This is an optimization exercise on Yosys and OpenROAD, whose aim is small area, not a production implementation.
Function was checked by simulation only, so behaviour that the tests miss may differ from the original.
Power is estimated from default activity; no workload was simulated.

[flow/run.sh]
#!/bin/bash
# synth_recipe.tcl (not shown) runs the flow's synth.tcl, then flattens the netlist and writes it again
# the make line also repeats each setting of config.mk as NAME=value (left out here)
make -C /OpenROAD-flow-scripts/flow DESIGN_CONFIG=/design/flow/config.mk WORK_HOME=/design/flow/orfs CLKGATE_MAP_FILE= SYNTH_SCRIPT=/design/flow/synth_recipe.tcl finish
[flow/config.mk]
export PLATFORM = sky130hd
export DESIGN_NAME = ntt_bf2x2_top
export DESIGN_NICKNAME = ntt_bf2x2_top
export VERILOG_FILES = /design/flow/design.v
export SDC_FILE = /design/flow/constraint.sdc
export NUM_CORES = 4
export LEC_CHECK = 0
export CAP_MARGIN = 30
export CORE_MARGIN = 2
export CORE_UTILIZATION = 35
export PLACE_DENSITY = 0.5
export SLEW_MARGIN = 30
[flow/constraint.sdc]
create_clock -name core_clock -period 11.0 [get_ports {clk}]
set_input_delay 2.2000 -clock core_clock [delete_from_list [all_inputs] [get_ports {clk}]]
set_output_delay 2.2000 -clock core_clock [all_outputs]
set_load 0.01 [all_outputs]
[flow/design.v]
package ntt_defines_pkg;
parameter NTT_REG_SIZE = 23;  
localparam ct =3'd0,
           gs =3'd1,
           pwm=3'd2,
           pwa=3'd3,
           pws=3'd4;
typedef logic [2:0] mode_t;
typedef struct packed {
    logic [NTT_REG_SIZE-1:0] u00_i;
    logic [NTT_REG_SIZE-1:0] u01_i;
    logic [NTT_REG_SIZE-1:0] v00_i;
    logic [NTT_REG_SIZE-1:0] v01_i;
    logic [NTT_REG_SIZE-1:0] w00_i;
    logic [NTT_REG_SIZE-1:0] w01_i;
    logic [NTT_REG_SIZE-1:0] w10_i;
    logic [NTT_REG_SIZE-1:0] w11_i;
} bf_uvwi_t;
typedef struct packed {
    logic [NTT_REG_SIZE-1:0] u20_o;
    logic [NTT_REG_SIZE-1:0] u21_o;
    logic [NTT_REG_SIZE-1:0] v20_o;
    logic [NTT_REG_SIZE-1:0] v21_o;
} bf_uvo_t;
typedef struct packed {
    logic [13:0] src_base_addr;
    logic [13:0] interim_base_addr;
    logic [13:0] dest_base_addr;
} ntt_mem_addr_t;
typedef struct packed {
    logic [13:0] pw_base_addr_a;
    logic [13:0] pw_base_addr_b;
    logic [13:0] pw_base_addr_c;
} pwo_mem_addr_t;
typedef struct packed {
    logic [NTT_REG_SIZE-1:0] u0_i;
    logic [NTT_REG_SIZE-1:0] u1_i;
    logic [NTT_REG_SIZE-1:0] u2_i;
    logic [NTT_REG_SIZE-1:0] u3_i;
    logic [NTT_REG_SIZE-1:0] v0_i;
    logic [NTT_REG_SIZE-1:0] v1_i;
    logic [NTT_REG_SIZE-1:0] v2_i;
    logic [NTT_REG_SIZE-1:0] v3_i;
    logic [NTT_REG_SIZE-1:0] w0_i;
    logic [NTT_REG_SIZE-1:0] w1_i;
    logic [NTT_REG_SIZE-1:0] w2_i;
    logic [NTT_REG_SIZE-1:0] w3_i;
} pwo_uvwi_t;
typedef struct packed {
    logic [NTT_REG_SIZE-1:0] uv0;
    logic [NTT_REG_SIZE-1:0] uv1;
    logic [NTT_REG_SIZE-1:0] uv2;
    logic [NTT_REG_SIZE-1:0] uv3;
} pwo_t;
typedef enum logic [2:0] {RD_IDLE, RD_STAGE, RD_BUF, RD_EXEC, EXEC_WAIT} ntt_read_state_t;
typedef enum logic [2:0] {WR_IDLE, WR_STAGE, WR_BUF, WR_MEM, WR_WAIT} ntt_write_state_t;
endpackage
module abr_adder #(
    parameter RADIX          = 8
)
(
    input  wire [RADIX-1:0]  a_i,
    input  wire [RADIX-1:0]  b_i,
    input  wire              cin_i,
    output wire [RADIX-1:0]  s_o,
    output wire              cout_o
);
    logic [RADIX : 0]   s_full;
    always_comb begin
        s_full = a_i + b_i + cin_i;
    end
    assign s_o = s_full[RADIX-1 : 0];
    assign cout_o = s_full[RADIX];
endmodule
module abr_add_sub_mod #(
    parameter REG_SIZE      = 384
    )
    (
    input wire           clk,
    input wire           reset_n,
    input wire           zeroize,
    input  wire                 add_en_i,
    input  wire                 sub_i,
    input  wire  [REG_SIZE-1:0] opa_i,
    input  wire  [REG_SIZE-1:0] opb_i,
    input  wire  [REG_SIZE-1:0] prime_i,
    output logic [REG_SIZE-1:0] res_o,
    output logic                ready_o
);
    logic [REG_SIZE-1 : 0] opb0;
    logic [REG_SIZE-1 : 0] opb1;
    logic [REG_SIZE-1 : 0] r0;
    logic [REG_SIZE-1 : 0] r1;
    logic                  carry0; 
    logic                  sub_n;
    logic [REG_SIZE-1 : 0] r0_reg;
    logic                  carry0_reg;
    logic                  carry1;
    logic [1 : 0]          push_result_reg;
    abr_adder #(
        .RADIX(REG_SIZE)
        ) 
        adder_inst_0(
        .a_i(opa_i),
        .b_i(opb0),
        .cin_i(sub_i),
        .s_o(r0),
        .cout_o(carry0)
    );
    abr_adder #(
        .RADIX(REG_SIZE)
        ) 
        adder_inst_1(
        .a_i(r0_reg),
        .b_i(opb1),
        .cin_i(sub_n),
        .s_o(r1),
        .cout_o(carry1)
    );
    assign opb0 = sub_i ? ~opb_i : opb_i;
    always_ff @(posedge clk or negedge reset_n) 
    begin
        if(!reset_n) begin
            r0_reg <= '0;
            carry0_reg <= '0;
            sub_n <= '0;
            opb1 <= '0;
        end
        else if (zeroize) begin
            r0_reg <= '0;
            carry0_reg <= '0;
            sub_n <= '0;
            opb1 <= '0;
        end
        else if (add_en_i) begin 
            r0_reg <= r0;
            carry0_reg <= carry0;
            sub_n <= !sub_i;
            if (sub_i)
                opb1 <= prime_i;
            else
                opb1 <= ~prime_i;
        end
    end
    always_ff @(posedge clk or negedge reset_n) begin
        if (!reset_n)
            push_result_reg <= 2'b0;
        else if (zeroize)
            push_result_reg <= 2'b0;
        else if (add_en_i)
            push_result_reg <= 2'b10;
        else  
            push_result_reg <= 2'(push_result_reg >> 1);
    end
    assign ready_o = push_result_reg[0];
    assign res_o = sub_n ? (carry0_reg ^ carry1)? r1 : r0_reg : (carry0_reg) ? r0_reg : r1;
endmodule
module ntt_mult_dsp #(
    parameter RADIX = 32
)
(
    input  wire  [RADIX-1 : 0]        A_i,
    input  wire  [RADIX-1 : 0]        B_i,
    output logic [(2*RADIX)-1 : 0]    P_o
);
    always_comb begin
        P_o = A_i * B_i;
    end
endmodule
module ntt_special_adder #(
    parameter REG_SIZE      = 24
    )
    (
    input wire           clk,
    input wire           reset_n,
    input wire           zeroize,
    input  wire                 add_en_i,
    input  wire  [10:0]         opa_i,
    input  wire  [12:0]         opb_i,
    input  wire  [REG_SIZE-1:0] prime_i,
    output logic [REG_SIZE-1:0] res_o,
    output logic                ready_o
);
    logic [REG_SIZE-1 : 0] opb1;
    logic [REG_SIZE-1 : 0] r0;
    logic [REG_SIZE-1 : 0] r1;
    logic                  carry0; 
    logic [REG_SIZE-1 : 0] r0_reg;
    logic                  carry0_reg;
    logic                  carry1;
    logic [1 : 0]          push_result_reg;
    always_comb {carry0, r0} = {opa_i, opb_i};
    always_comb opb1 = ~prime_i;
    abr_adder #(
        .RADIX(REG_SIZE)
        ) 
        adder_inst_1(
        .a_i(r0_reg),
        .b_i(opb1),
        .cin_i(1'b1),
        .s_o(r1),
        .cout_o(carry1)
    );
    always_ff @(posedge clk or negedge reset_n) 
    begin
        if(!reset_n) begin
            r0_reg <= '0;
            carry0_reg <= '0;
        end
        else if (zeroize) begin
            r0_reg <= '0;
            carry0_reg <= '0;
        end
        else if (add_en_i) begin 
            r0_reg <= r0;
            carry0_reg <= carry0;
        end
    end
    always_ff @(posedge clk or negedge reset_n) begin
        if (!reset_n)
            push_result_reg <= 2'b0;
        else if (zeroize)
            push_result_reg <= 2'b0;
        else if (add_en_i)
            push_result_reg <= 2'b10;
        else  
            push_result_reg <= 2'(push_result_reg >> 1);
    end
    assign ready_o = push_result_reg[0];
    assign res_o = (carry0_reg ^ carry1)? r1 : r0_reg;
endmodule
module ntt_div2
    #(
        parameter REG_SIZE      = 23,
        parameter MLDSA_Q   = 23'd8380417,
        parameter MLDSA_Q_DIV2_ODD = (MLDSA_Q + 1) / 2
    )
    (
        input  wire  [REG_SIZE-1:0] op_i,
        output logic [REG_SIZE-1:0] res_o
    );
    always_comb res_o = op_i[0] ? (op_i >> 1) + MLDSA_Q_DIV2_ODD
                                             : REG_SIZE'(op_i >> 1);
endmodule
module ntt_mult_reduction #(
    parameter REG_SIZE = 23,
    parameter PRIME = 23'd8380417
)
(
    input wire clk,
    input wire reset_n,
    input wire zeroize,
    input wire [(2*REG_SIZE)-1:0] opa_i,
    output logic [REG_SIZE-1:0] res_o,
    output logic ready_o
);
    logic [2*REG_SIZE-1:0] z;
    logic [2*REG_SIZE-1:0] z_f;
    logic [11:0] c;
    logic [10:0] d;
    logic [REG_SIZE-1:0] e;
    logic [13:0] f;
    logic [REG_SIZE-1:0] g_reduced;
    logic [REG_SIZE-1:0] res;
    logic ready;
    logic ready_e, ready_g_reduced;
    logic enable_reg;
    logic [1:0] push_result_reg;
    always_ff @(posedge clk or negedge reset_n) begin
        if (!reset_n) begin
            z_f <= 'h0;
        end
        else if (zeroize) begin
            z_f <= 'h0;
        end
        else begin
            z_f <= opa_i;
        end
    end
    always_comb begin
        c = z_f[45:43] + z_f[42:33] + z_f[32:23] + z_f[22:13];
        d = c[11:10] + c[9:0];
        f = z_f[45:43] + z_f[45:33] + c[11:10];
    end
    abr_add_sub_mod #(
        .REG_SIZE(REG_SIZE)
        )
        mod_add_inst_0(
        .clk(clk),
        .reset_n(reset_n),
        .zeroize(zeroize),
        .add_en_i(1'b1),  
        .sub_i(1'b0),
        .opa_i({{REG_SIZE-14{1'b0}},f[13:0]}),
        .opb_i(z_f[45:23]),
        .prime_i(PRIME),
        .res_o(e),
        .ready_o()  
    );
    ntt_special_adder #(
        .REG_SIZE(REG_SIZE)
        )
        mod_add_inst_1(
        .clk(clk),
        .reset_n(reset_n),
        .zeroize(zeroize),
        .add_en_i(1'b1),  
        .opa_i(d[10:0]),
        .opb_i(z_f[12:0]),  
        .prime_i(PRIME),
        .res_o(g_reduced),
        .ready_o()  
    );
    abr_add_sub_mod #(
        .REG_SIZE(REG_SIZE)
        )
        mod_sub_inst_0(
        .clk(clk),
        .reset_n(reset_n),
        .zeroize(zeroize),
        .add_en_i(1'b1),  
        .sub_i(1'b1),
        .opa_i(g_reduced),
        .opb_i(e[22:0]),
        .prime_i(PRIME),
        .res_o(res),
        .ready_o()  
    );
    always_ff @(posedge clk or negedge reset_n) begin
        if (!reset_n) begin
            res_o <= 'h0;
        end
        else if (zeroize) begin
            res_o <= 'h0;
        end
        else begin  
            res_o <= res;
        end
    end
endmodule
import ntt_defines_pkg::*;
module ntt_butterfly
#(
    parameter REG_SIZE  = 23,
    parameter MLDSA_Q     = 23'd8380417,
    parameter MLDSA_Q_DIV2_ODD = (MLDSA_Q + 1) / 2
)
(
    input wire clk,
    input wire reset_n,
    input wire zeroize,
    input ntt_defines_pkg::mode_t mode,
    input wire accumulate,
    input wire   [REG_SIZE-1:0] opu_i,
    input wire   [REG_SIZE-1:0] opv_i,
    input wire   [REG_SIZE-1:0] opw_i,
    output logic [REG_SIZE-1:0]   u_o,
    output logic [REG_SIZE-1:0]   v_o,
    output logic [REG_SIZE-1:0]   pwm_res_o
);
    logic [REG_SIZE-1:0] u_reg, u_reg_d2, u_reg_d3, u_reg_d4;
    logic [REG_SIZE-1:0] w_reg, w_reg_d2, w_reg_d3, w_reg_d4;  
    logic [(2*REG_SIZE)-1:0] vw, vw_reg, mul_res;
    logic [REG_SIZE-1:0] mul_res_reduced;
    logic [REG_SIZE-1:0] mul_opa, mul_opb;
    logic [REG_SIZE-1:0] u_minus_v, u_minus_v_div2;
    logic [REG_SIZE-1:0] add_opa, add_opb;
    logic [REG_SIZE-1:0] add_res, add_res_d1, add_res_d2, add_res_d3, add_res_d4, sub_res;
    logic [REG_SIZE-1:0] add_res_div2, sub_res_div2, mul_res_reduced_div2;
    always_ff @(posedge clk or negedge reset_n) begin
        if (!reset_n) begin
            u_reg    <= 'h0;
            u_reg_d2 <= 'h0;
            u_reg_d3 <= 'h0; 
            u_reg_d4 <= 'h0;
            w_reg    <= 'h0; 
            w_reg_d2 <= 'h0; 
            w_reg_d3 <= 'h0; 
            w_reg_d4 <= 'h0;
        end
        else if (zeroize) begin
            u_reg    <= 'h0;
            u_reg_d2 <= 'h0;
            u_reg_d3 <= 'h0; 
            u_reg_d4 <= 'h0;
            w_reg    <= 'h0; 
            w_reg_d2 <= 'h0; 
            w_reg_d3 <= 'h0; 
            w_reg_d4 <= 'h0;
        end
        else begin
            u_reg    <= opu_i;
            u_reg_d2 <= u_reg;
            u_reg_d3 <= u_reg_d2; 
            u_reg_d4 <= u_reg_d3;
            w_reg    <= opw_i; 
            w_reg_d2 <= w_reg; 
            w_reg_d3 <= w_reg_d2; 
            w_reg_d4 <= w_reg_d3;
        end
    end
    always_ff @(posedge clk or negedge reset_n) begin
        if (!reset_n) begin
            add_res_d1 <= 'h0;
            add_res_d2 <= 'h0;
            add_res_d3 <= 'h0;
            add_res_d4 <= 'h0;
        end
        else if (zeroize) begin
            add_res_d1 <= 'h0;
            add_res_d2 <= 'h0;
            add_res_d3 <= 'h0;
            add_res_d4 <= 'h0;
        end
        else begin
            add_res_d1 <= add_res;
            add_res_d2 <= add_res_d1;
            add_res_d3 <= add_res_d2;
            add_res_d4 <= add_res_d3;
        end
    end
    always_comb begin
        unique case(mode)
            ct: begin
                u_o = add_res;
                v_o = sub_res;
                pwm_res_o = 'h0;
            end
            gs: begin
                u_o = add_res_div2;
                v_o = mul_res_reduced;  
                pwm_res_o = 'h0;
            end
            pwm:begin
                u_o = accumulate ? add_res : mul_res_reduced;  
                v_o = 'h0;
                pwm_res_o = accumulate ? add_res : mul_res_reduced;
            end
            pwa:begin
                u_o = add_res;
                v_o = 'h0;
                pwm_res_o = add_res;
            end
            pws:begin
                u_o = u_minus_v;
                v_o = 'h0;
                pwm_res_o = u_minus_v;
            end
            default: begin
                u_o = 'h0;
                v_o = 'h0;
                pwm_res_o = 'h0;
            end
        endcase
    end
    always_comb begin
        unique case(mode)
            ct: begin
                add_opa = u_reg_d4;
                add_opb = mul_res_reduced;
                mul_opa = opv_i;
                mul_opb = opw_i;
            end
            gs: begin
                add_opa = opu_i;
                add_opb = opv_i;
                mul_opa = u_minus_v_div2;  
                mul_opb = w_reg;
            end
            pwm:begin
                add_opa = w_reg_d4;
                add_opb = mul_res_reduced;
                mul_opa = opu_i;
                mul_opb = opv_i;
            end
            pwa:begin
                add_opa = opu_i;
                add_opb = opv_i;
                mul_opa = 'h0;
                mul_opb = 'h0;
            end
            default: begin
                add_opa = 'h0;
                add_opb = 'h0;
                mul_opa = 'h0;
                mul_opb = 'h0;
            end
        endcase
    end
    abr_add_sub_mod #(
        .REG_SIZE(REG_SIZE)
        )
        sub_inst_0(
        .clk(clk),
        .reset_n(reset_n),
        .zeroize(zeroize),
        .add_en_i(1'b1),
        .sub_i(1'b1),
        .opa_i(opu_i),
        .opb_i(opv_i),
        .prime_i(MLDSA_Q),  
        .res_o(u_minus_v),
        .ready_o()
    );
    abr_add_sub_mod #(
        .REG_SIZE(REG_SIZE)
        )
        sub_inst_1(
        .clk(clk),
        .reset_n(reset_n),
        .zeroize(zeroize),
        .add_en_i(1'b1),
        .sub_i(1'b1),
        .opa_i(u_reg_d4),
        .opb_i(mul_res_reduced),
        .prime_i(MLDSA_Q),
        .res_o(sub_res),
        .ready_o()
    );
    abr_add_sub_mod #(
        .REG_SIZE(REG_SIZE)
        )
        add_inst_0(
        .clk(clk),
        .reset_n(reset_n),
        .zeroize(zeroize),
        .add_en_i(1'b1),
        .sub_i(1'b0),
        .opa_i(add_opa),
        .opb_i(add_opb),
        .prime_i(MLDSA_Q),
        .res_o(add_res),
        .ready_o()
    );
    ntt_mult_dsp #(
        .RADIX(REG_SIZE)
        )
        mul_inst_0 (
        .A_i(mul_opa),
        .B_i(mul_opb),
        .P_o(mul_res)
    );
    ntt_mult_reduction #(
        .REG_SIZE(REG_SIZE),
        .PRIME(MLDSA_Q)
        )
        mul_redux_inst_0 (
        .clk(clk),
        .reset_n(reset_n),
        .zeroize(zeroize),
        .opa_i(mul_res),
        .res_o(mul_res_reduced),
        .ready_o()
    );
    ntt_div2 #(
        .REG_SIZE(REG_SIZE),
        .MLDSA_Q(MLDSA_Q)
    )
    div2_inst_0 (
        .op_i (add_res_d4),
        .res_o (add_res_div2)
    );
    ntt_div2 #(
        .REG_SIZE(REG_SIZE),
        .MLDSA_Q(MLDSA_Q)
    )
    div2_inst_2 (
        .op_i (u_minus_v),
        .res_o (u_minus_v_div2)
    );
endmodule
import ntt_defines_pkg::*;
module ntt_butterfly2x2
#(
    parameter REG_SIZE = 23,
    parameter MLDSA_Q = 23'd8380417,
    parameter MLDSA_Q_DIV2_ODD = (MLDSA_Q + 1) / 2,
    parameter BF_LATENCY = 10,  
    parameter PWM_LATENCY = 5,  
    parameter PWA_LATENCY = 1,  
    parameter PWS_LATENCY = 1,   
    parameter BF_STAGE1_LATENCY = BF_LATENCY/2
)
(
    input wire clk,
    input wire reset_n,
    input wire zeroize,
    input ntt_defines_pkg::mode_t mode,
    input wire enable,
    input ntt_defines_pkg::bf_uvwi_t uvw_i,
    input ntt_defines_pkg::pwo_uvwi_t pw_uvw_i,
    input wire accumulate,
    output ntt_defines_pkg::bf_uvo_t uv_o,
    output ntt_defines_pkg::pwo_t pwo_uv_o,
    output logic ready_o
);
    logic [REG_SIZE-1:0] u00;
    logic [REG_SIZE-1:0] u01;
    logic [REG_SIZE-1:0] v00;
    logic [REG_SIZE-1:0] v01;
    logic [REG_SIZE-1:0] u10_int, u10;
    logic [REG_SIZE-1:0] u11_int, u11;
    logic [REG_SIZE-1:0] v10_int, v10;
    logic [REG_SIZE-1:0] v11_int, v11;
    logic [REG_SIZE-1:0] w00;
    logic [REG_SIZE-1:0] w01;
    logic [REG_SIZE-1:0] w10; 
    logic [REG_SIZE-1:0] w11;
    logic [BF_STAGE1_LATENCY-1:0][REG_SIZE-1:0] w10_reg, w11_reg;  
    logic pwo_mode;
    logic [BF_LATENCY-1:0] ready_reg;
    always_ff @(posedge clk or negedge reset_n) begin
        if (!reset_n) begin
            w10_reg <= 'h0;
            w11_reg <= 'h0;
        end
        else if (zeroize) begin
            w10_reg <= 'h0;
            w11_reg <= 'h0;
        end
        else begin
            w10_reg <= {uvw_i.w10_i, w10_reg[BF_STAGE1_LATENCY-1:1]};
            w11_reg <= {uvw_i.w11_i, w11_reg[BF_STAGE1_LATENCY-1:1]};
        end
    end
    assign pwo_mode = ((mode == pwm) || (mode == pwa) || (mode == pws));
    always_comb begin
        if (pwo_mode) begin
            u00 = pw_uvw_i.u0_i;
            v00 = pw_uvw_i.v0_i;
            w00 = pw_uvw_i.w0_i;
            u01 = pw_uvw_i.u1_i;
            v01 = pw_uvw_i.v1_i;
            w01 = pw_uvw_i.w1_i;
            u10 = pw_uvw_i.u2_i;
            v10 = pw_uvw_i.v2_i;
            w10 = pw_uvw_i.w2_i;
            u11 = pw_uvw_i.u3_i;
            v11 = pw_uvw_i.v3_i;
            w11 = pw_uvw_i.w3_i;
        end
        else begin
            u00 = uvw_i.u00_i;
            v00 = uvw_i.v00_i;
            w00 = uvw_i.w00_i;
            u01 = uvw_i.u01_i;
            v01 = uvw_i.v01_i;
            w01 = uvw_i.w01_i;
            u10 = u10_int;
            v10 = v10_int;
            w10 = w10_reg[0];
            u11 = u11_int;
            v11 = v11_int;
            w11 = w11_reg[0];
        end
    end
    ntt_butterfly #(
        .REG_SIZE(REG_SIZE),
        .MLDSA_Q(MLDSA_Q)
    )
    bf_inst00(
        .clk(clk),
        .reset_n(reset_n),
        .zeroize(zeroize),
        .mode(mode),
        .opu_i(u00),
        .opv_i(v00),
        .opw_i(w00),
        .accumulate(accumulate),
        .u_o(u10_int),
        .v_o(u11_int),
        .pwm_res_o(pwo_uv_o.uv0)
    );
    ntt_butterfly #(
        .REG_SIZE(REG_SIZE),
        .MLDSA_Q(MLDSA_Q)
    )
    bf_inst01(
        .clk(clk),
        .reset_n(reset_n),
        .zeroize(zeroize),
        .mode(mode),
        .opu_i(u01),
        .opv_i(v01),
        .opw_i(w01),
        .accumulate(accumulate),
        .u_o(v10_int),
        .v_o(v11_int),
        .pwm_res_o(pwo_uv_o.uv1)
    );
    ntt_butterfly #(
        .REG_SIZE(REG_SIZE),
        .MLDSA_Q(MLDSA_Q)
    )
    bf_inst10(
        .clk(clk),
        .reset_n(reset_n),
        .zeroize(zeroize),
        .mode(mode),
        .opu_i(u10),
        .opv_i(v10),
        .opw_i(w10),  
        .accumulate(accumulate),
        .u_o(uv_o.u20_o),
        .v_o(uv_o.v20_o),
        .pwm_res_o(pwo_uv_o.uv2)
    );
    ntt_butterfly #(
        .REG_SIZE(REG_SIZE),
        .MLDSA_Q(MLDSA_Q)
    )
    bf_inst11(
        .clk(clk),
        .reset_n(reset_n),
        .zeroize(zeroize),
        .mode(mode),
        .opu_i(u11),
        .opv_i(v11),
        .opw_i(w11),  
        .accumulate(accumulate),
        .u_o(uv_o.u21_o),
        .v_o(uv_o.v21_o),
        .pwm_res_o(pwo_uv_o.uv3)
    );
    always_ff @(posedge clk or negedge reset_n) begin
        if (!reset_n)
            ready_reg <= 'b0;
        else if (zeroize)
            ready_reg <= 'b0;
        else begin
            unique case(mode)
                ct:  ready_reg <= {enable, ready_reg[BF_LATENCY-1:1]};
                gs:  ready_reg <= {enable, ready_reg[BF_LATENCY-1:1]};
                pwm: ready_reg <= accumulate ? {5'h0, enable, ready_reg[PWM_LATENCY-1:1]} : {6'h0, enable, ready_reg[PWM_LATENCY-2:1]};
                pwa: ready_reg <= {9'h0, enable};
                pws: ready_reg <= {9'h0, enable};
                default: ready_reg <= 'h0;
            endcase
        end
    end
    assign ready_o = ready_reg[0];
endmodule
module ntt_bf2x2_top (
    input  wire         clk,
    input  wire         reset_n,
    input  wire         zeroize,
    input  wire [2:0]   mode,
    input  wire         enable,
    input  wire [183:0] uvw_i,
    input  wire [275:0] pw_uvw_i,
    input  wire         accumulate,
    output wire [91:0]  uv_o,
    output wire [91:0]  pwo_uv_o,
    output wire         ready_o
);
    ntt_butterfly2x2 #(
        .REG_SIZE(23),
        .MLDSA_Q(23'd8380417)
    ) u_bf2x2 (
        .clk(clk),
        .reset_n(reset_n),
        .zeroize(zeroize),
        .mode(mode),
        .enable(enable),
        .uvw_i(uvw_i),
        .pw_uvw_i(pw_uvw_i),
        .accumulate(accumulate),
        .uv_o(uv_o),
        .pwo_uv_o(pwo_uv_o),
        .ready_o(ready_o)
    );
endmodule
==> results.py <==
metrics = {
    "cts": {
        "clk_latency_ps": 990,
        "cts_max_level": 5,
        "cts_buffer_depth": 4,
        "cts-buffers-inserted": 272,
        "clkTransAtPathRegs_ps": 60,
        "cts_root_buffer": "clkbuf_16",
        "clock_sinks": 2197,
        "cts_tree": "done",
    },
    "flow_run": {
        "drv_cap": 0,
    },
    "yosys": {
        "ys_types": 114,
        "ys_seq_area_share_pct": 28.0,
        "async_reset_ff_share_pct": 100,
        "synth_flop_cell": "dfrtp_1",
        "syn_area_um2": 196000,
        "syn_inst": 21600,
        "yosysWarnings": 8,
        "ys_ff_latch": 2197,
        "synth_edf_count": 0,
        "synth.area.top_cells": "dfrtp_1 28%, fa_1 19%, ha_1 9.6%, inv_1 5.0%, nand2_1 4.6%",
        "synth_top_area_cell": "dfrtp_1",
        "synth.net_count": 25400,
        "synth_top_area_share_pct": 28.0,
        "syn_area_per_cell_um2": 9.10,
    },
    "power_and_ir_drop": {
        "p_leak_nw": 109,
        "power_density_nw_per_um2": 147,
        "netSwitchingFraction_pct": 40.3,
        "comb_power_share_pct": 42.1,
        "p_switching_mw": 13.6,
        "seqPwrFrac_pct": 29.6,
        "pwr-share-clk_pct": 28.3,
        "peakVddDrop_uv": 126,
        "p_int_mw": 20.1,
    },
    "grt": {
        "grt_max_degree": 184,
        "grt_antenna_before_repair": 96,
        "grt_overflow": 0,
        "grt_pass1_vias": 160000,
        "grt_pass1_wl_mm": 1170,
        "grt_use_total_pct": 28.4,
    },
    "floorplan": {
        "die_h_um": 753,
        "die_w_um": 753,
        "start_util_pct": 35.2,
        "die_area_um2": 566000,
        "row_count": 274,
        "core_area_um2": 557000,
        "num_io_pins": 653,
    },
    "sta": {
        "drv_slew": 0,
        "skew_ps": 75.8,
        "hold_violations": 0,
        "setup_slack_ps": 374,
        "max_freq_ghz": 0.0941,
        "max_slew_margin_pct": 25.0,
        "finalCritPeriodShare_pct": 96.6,
        "tightest_slew_ps": 1120,
        "setup-violations-final": 0,
        "fin_crit_ps": 10630,
    },
    "cells_and_area": {
        "fin_area_um2": 230000,
        "fin_nets": 26700,
        "drive_gt1_share_pct": 9.03,
        "syn_to_final_growth_pct": 17.4,
        "fin_util_pct": 41.3,
        "fin_cells": 30600,
    },
    "critical_path": {
        "r2r_end": "u_bf2x2.bf_inst11.mul_redux_inst_0.z_f[45]$_DFF_PN0_",
        "required_ps": 11790,
        "worstSetupPathType": "flop to flop",
        "r2r_cells": 40,
        "worstPathArrival_ps": 11420,
        "crit_fanout": 11,
        "cpMaxStageDelayCell": "or4_1",
        "cp-end-kind": "flop",
        "crit_path_end": "u_bf2x2.bf_inst11.mul_redux_inst_0.z_f[45]$_DFF_PN0_",
        "r2r_slack_ps": 370,
        "start_kind": "flop",
        "critPathMostFrequentCell": "fa_1",
        "max_stage_delay_ps": 610,
    },
    "placement": {
        "io_buffers": 652,
        "postPlaceCellArea_um2": 220000,
        "dp_hpwl_mm": 678,
        "post-place-cells": 30000,
        "place_ws_ps": -74.9,
        "place.gp.congestion": 1.00,
    },
    "routing": {
        "viasPerCell": 5.23,
        "num_vias": 160000,
        "drt_iter0_markers": 13600,
        "dr.pass1.iters": 6,
        "drc_errors": 0,
        "routed_wirelength_mm": 819,
        "antenna_left": 0,
        "route.detailed.wl_per_inst_um": 26.8,
    },
    "outcome": {
        "outcome": "timing/DRC/antenna clean",
    },
    "min_path": {
        "hp-class": "flop to flop",
    },
}
final cells by class:
cell class / count / area, µm²
Antenna cell: 51 / 128
Sequential cell: 2197 / 55000
Tap cell: 7452 / 9320
Clock inverter: 113 / 1720
Timing Repair Buffer: 1987 / 18200
Fill cell: 55900 / 327000
Multi-Input combinational cell: 15800 / 128000
Clock buffer: 373 / 7780
Inverter: 2606 / 9800
routing by layer:
metal	part of all wire (%)	global-route usage, %	vias to the layer above
li1	-	-	72700
met5	0.074	0	-
met3	7.5	5.85	1322
met4	6.0	14.1	54
met2	43	43.6	5495
met1	43	38.1	80300
how the worst min path moves through the flow:
stage / start / end / slack (ps) / cells after the start
after detailed placement: u_bf2x2.ready_reg[2]$_DFF_PN0_ / u_bf2x2.ready_reg[1]$_DFF_PN0_ / 440 / 1
after global routing: u_bf2x2.w11_reg[45]$_DFF_PN0_ / u_bf2x2.w11_reg[22]$_DFF_PN0_ / 410 / 1
final: u_bf2x2.w11_reg[42]$_DFF_PN0_ / u_bf2x2.w11_reg[19]$_DFF_PN0_ / 380 / 1
after global placement: u_bf2x2.ready_reg[2]$_DFF_PN0_ / u_bf2x2.ready_reg[1]$_DFF_PN0_ / 430 / 1
after floorplan: u_bf2x2.ready_reg[2]$_DFF_PN0_ / u_bf2x2.ready_reg[1]$_DFF_PN0_ / 430 / 1
after CTS: u_bf2x2.w11_reg[42]$_DFF_PN0_ / u_bf2x2.w11_reg[19]$_DFF_PN0_ / 410 / 1
cells in the mapped netlist (23+ instances only):
library cell  instances
a211o_1              23
a211oi_1            300
a21boi_0             32
a21o_1              275
a21oi_1             906
a221oi_1             42
a22oi_1              91
a31oi_1              91
and2_1              260
and3_1              146
and4_1               23
buf_1                75
buf_2                74
clkbuf_1            821
dfrtp_1            2197
fa_1               1852
ha_1               1500
inv_1              2600
mux2_2               36
mux2i_1             347
nand2_1            2419
nand2b_1            154
nand3_1             315
nand4_1             120
nor2_1             1916
nor2b_1            1433
nor3_1              417
nor3b_1              25
nor4_1               53
o211ai_1             60
o21a_1              123
o21ai_0             624
o21ai_1              35
o21bai_1            134
o221ai_1             69
o22ai_1              86
o31a_1               31
o31ai_1              49
o41ai_1              29
or2_2                48
or3_1               117
or4_1                29
xnor2_1             661
xor2_1              518
repair_timing:
action	4_1_cts	5_1_grt
resized for setup	0	35
hold buffers	0	0
buffers inserted	0	1
setup endpoints to repair	0	37
through the flow:
step | TNS (ps) | total power [mW] | hold WS (ps)
2_1_floorplan | 0 | 17.9 | 428
3_3_place_gp | 0 | 24.0 | 432
3_5_place_dp | -121 | 24.1 | 442
4_1_cts | 0 | 33.8 | 406
5_1_grt | -2.77 | 35.6 | 411
6_report | 0 | 33.8 | 381
worst max-delay path: cells and delay by family, from the launching register on:
| kind | cells | cell delay [ps] |
|---|---|---|
| adder cells (fa/ha/maj) | 9 | 4030 |
| AND/OR/NAND/NOR | 10 | 2170 |
| AO/OA/AOI/OAI | 7 | 1600 |
| buffers and inverters | 11 | 1320 |
| XOR/XNOR | 3 | 690 |
| flip-flops | 1 | 560 |
layout by cell type, fill, tap and decap left out, types with 343 or more instances in the layout:
cell type / instances
a21oi_1: 898
buf_4: 1203
clkdlybuf4s50_1: 646
dfrtp_1: 2196
fa_1: 1852
ha_1: 1498
inv_1: 2599
mux2i_1: 343
nand2_1: 2413
nor2_1: 1897
nor2b_1: 1433
nor3_1: 413
o21ai_0: 602
xnor2_1: 652
xor2_1: 512
power groups by stage:
stage               registers (mW)  clock network (mW)  logic, mW
detailed placement            10.1                   0       14.0
finish                        9.98                9.55       14.2
global placement              10.1                   0       13.9
floorplan                     9.57                   0       8.33
CTS                           9.96                9.77       14.0
global route                  10.1                10.1       15.5
cell families after synthesis:
group	Yosys count	share of synthesized area, %
buf+inv	3585	6.93
fa+ha+maj	3352	28.5
compound gates	3289	10.9
flops	2197	28.0
xor+xnor	1179	5.26
simple gates	7568	18.3
mux	390	2.05

[re-timing with driven ports]
The flow's constraints put no driver on any port. The routed layout listed below was extracted and timed again, unchanged, in two steps.
Step 1, drivers: a clkbuf_16 drives clk and a buf_2 each remaining input, both assumed.
Step 2 adds t to the input delays and takes it off the output delays; t is the mean of the earliest and latest rising clock arrival at the registers after step 1. Input paths then give back, and output paths get back, about the clock's delay inside the block.
a / b / c = ideal / step 1 / step 2; a / b = the first two.
shift t [ns]: 1.095
slack for setup (ns): 0.374 / 0.374 / -0.039
clock arrival spread, ns: 0.090 / 0.090
With both steps, setup timing fails in this run, where it was met with ideal ports. The setup slack of this run moves by 0.000 ns with the drivers and by -0.413 ns with both steps.
